What follows belongs to an exercise in optimizing a design on an open flow for small area; a production flow would make more cautious choices. The RTL was checked by simulation tests, not by an equivalence proof against the original design. Power and IR drop assume default switching activity.

Setup of try-nickel:
Design rampgen, start of the top module:
module rampgen
  ( frequency,
    amplitude,
    M_AXIS_ACLK,
    M_AXIS_ARESETN,
    M_AXIS_TREADY,
    M_AXIS_TDATA,
    M_AXIS_TSTRB,
    M_AXIS_TLAST,
    M_AXIS_TVALID
  );
clock: 10.0 ns
lec_check: 0
abc_area: 1
cap_margin: 20
core_margin: 2
core_utilization: 60
cts_buf_list: sky130_fd_sc_hd__clkbuf_4 sky130_fd_sc_hd__clkbuf_8
slew_margin: 20
standard.sh (not shown) runs the stock make flow with config.mk's settings and CLKGATE_MAP_FILE= SYNTH_SCRIPT=/design/flow/synth_recipe.tcl, a recipe that flattens the netlist after the stock synthesis.
==> flow/flow/run.sh <==
#!/bin/bash
# Own layout flow: the standard flow (standard synthesis unchanged), with
# plain minimum-size buffers on the ports and a clock tree without dummy loads.
set -euo pipefail
export BUFFER_PORTS_ARGS="-buffer_cell sky130_fd_sc_hd__buf_1"
export CTS_ARGS="-sink_clustering_enable -repair_clock_nets -dont_use_dummy_load -buf_list {sky130_fd_sc_hd__clkbuf_4 sky130_fd_sc_hd__clkbuf_8}"
bash standard.sh > standard_flow.log 2>&1
try-nickel completed; timing, DRC and antenna clean
Input changes introduced in try-lagoon (baseline for comparison: try-nickel):
- ABC_AREA: 1 -> unset
==> flow/flow/run.sh <==
#!/bin/bash
# Own layout flow: the standard flow (standard synthesis unchanged), with
# plain minimum-size buffers on the ports and a clock tree without dummy loads.
set -euo pipefail
export BUFFER_PORTS_ARGS="-buffer_cell sky130_fd_sc_hd__buf_1"
export CTS_ARGS="-sink_clustering_enable -repair_clock_nets -dont_use_dummy_load -buf_list {sky130_fd_sc_hd__clkbuf_4 sky130_fd_sc_hd__clkbuf_8} -sink_clustering_size 30"
bash standard.sh > standard_flow.log 2>&1
## What came out
- try-nickel and try-lagoon ended up with nearly the same final design instance area without fill.
- Going from try-nickel to try-lagoon, clock buffer count from CTS grew by a few percent.
- try-lagoon vs try-nickel — mean post-synth cell area climbed by more than 10%
- try-lagoon against try-nickel: synthesized cell count shrank by about 14%, final wirelength dropped about 7%.
- try-lagoon vs. try-nickel: clock-buffer cell count +about 5%; area after synthesis ~0 delta.
> inputs changed (try-lagoon -> try-yarrow)
==> flow/flow/run.sh <==
#!/bin/bash
# Own layout flow: the standard flow (standard synthesis unchanged), with
# plain minimum-size buffers on the ports and a clock tree without dummy loads.
set -euo pipefail
export BUFFER_PORTS_ARGS="-buffer_cell sky130_fd_sc_hd__buf_1"
export CTS_ARGS="-sink_clustering_enable -repair_clock_nets -dont_use_dummy_load -buf_list {sky130_fd_sc_hd__clkbuf_4 sky130_fd_sc_hd__clkbuf_8}"
bash standard.sh > standard_flow.log 2>&1
Findings:
- The part of the total power dissipated in the clock network on try-yarrow is in line with that on try-lagoon.
- Diff try-lagoon..try-yarrow | leakage power summed over all cells | unchanged
- Final antenna diode count came out exactly the same in try-lagoon and try-yarrow.
- Diff try-lagoon..try-yarrow | total design power | negligible
- Register clock-pin slew on the reported worst setup and hold paths delta (try-lagoon -> try-yarrow): insignificant
- Comparing try-yarrow against try-lagoon, there is no change at all in die area.
- Reported for try-lagoon and try-yarrow, total clock buffers created by CTS turned out identical to the last digit.
- Reported for try-lagoon and try-yarrow, share of cell area taken by flip-flops and latches turned out identical to the last digit.
- From try-lagoon to try-yarrow the numbers moved as follows: wire length on met1 closely matched the old numbers, H-tree level count closely matched the old numbers, tapcell count closely matched the old numbers.
diff inputs: try-yarrow => try-xenon
==> flow/flow/run.sh <==
#!/bin/bash
# Own layout flow: the standard flow (standard synthesis unchanged), with
# plain minimum-size buffers on the ports and a clock tree without dummy loads.
set -euo pipefail
export BUFFER_PORTS_ARGS="-buffer_cell sky130_fd_sc_hd__buf_1"
export CTS_ARGS="-sink_clustering_enable -repair_clock_nets -dont_use_dummy_load -buf_list {sky130_fd_sc_hd__clkbuf_16} -sink_clustering_size 40 -sink_clustering_max_diameter 60"
bash standard.sh > standard_flow.log 2>&1
try-xenon ended with every stage complete and zero timing, DRC or antenna violations. Layout net count was lower in try-xenon than in try-yarrow. Slowest cell on the critical path: sky130_fd_sc_hd__fa_1 -> try-yarrow, sky130_fd_sc_hd__dfxtp_1 -> try-xenon. Between try-yarrow and try-xenon, proportion of power drawn by combinational gates decreased. Compared try-yarrow against try-xenon; static leakage within noise. Changes observed in try-xenon relative to try-yarrow: clock share of power now larger; smallest hold slack saw an increase.

-- port drivers added, routing unchanged --
The results above use ideal ports. As a check the final layouts listed here were re-extracted and re-timed, cells and wires unchanged.
Step 1, drivers: a clkbuf_16 drives M_AXIS_ACLK and a buf_2 each remaining input, both assumed.
Step 2 moves the port delays by t, midway between the first and last clock arrival at a register: inputs arrive t later, outputs are due t later. That takes back most of the time a late clock gives input paths.
a / b / c = ideal ports / drivers / drivers and shift; a / b = the first two.
run	t (ns)	setup slack, ns	worst hold slack (ns)	latest minus earliest clock arrival (ns)
try-nickel	0.734	0.120 / 0.053 / 0.555	0.485 / 0.485 / 0.485	0.091 / 0.092
try-lagoon	0.730	0.117 / 0.049 / 0.580	0.462 / 0.462 / 0.462	0.105 / 0.105
try-yarrow	0.730	0.117 / 0.049 / 0.580	0.462 / 0.462 / 0.462	0.105 / 0.105
try-xenon	0.672	0.106 / 0.035 / 0.707	0.481 / 0.481 / 0.481	0.105 / 0.106
After both steps setup and hold are still met in every run listed.
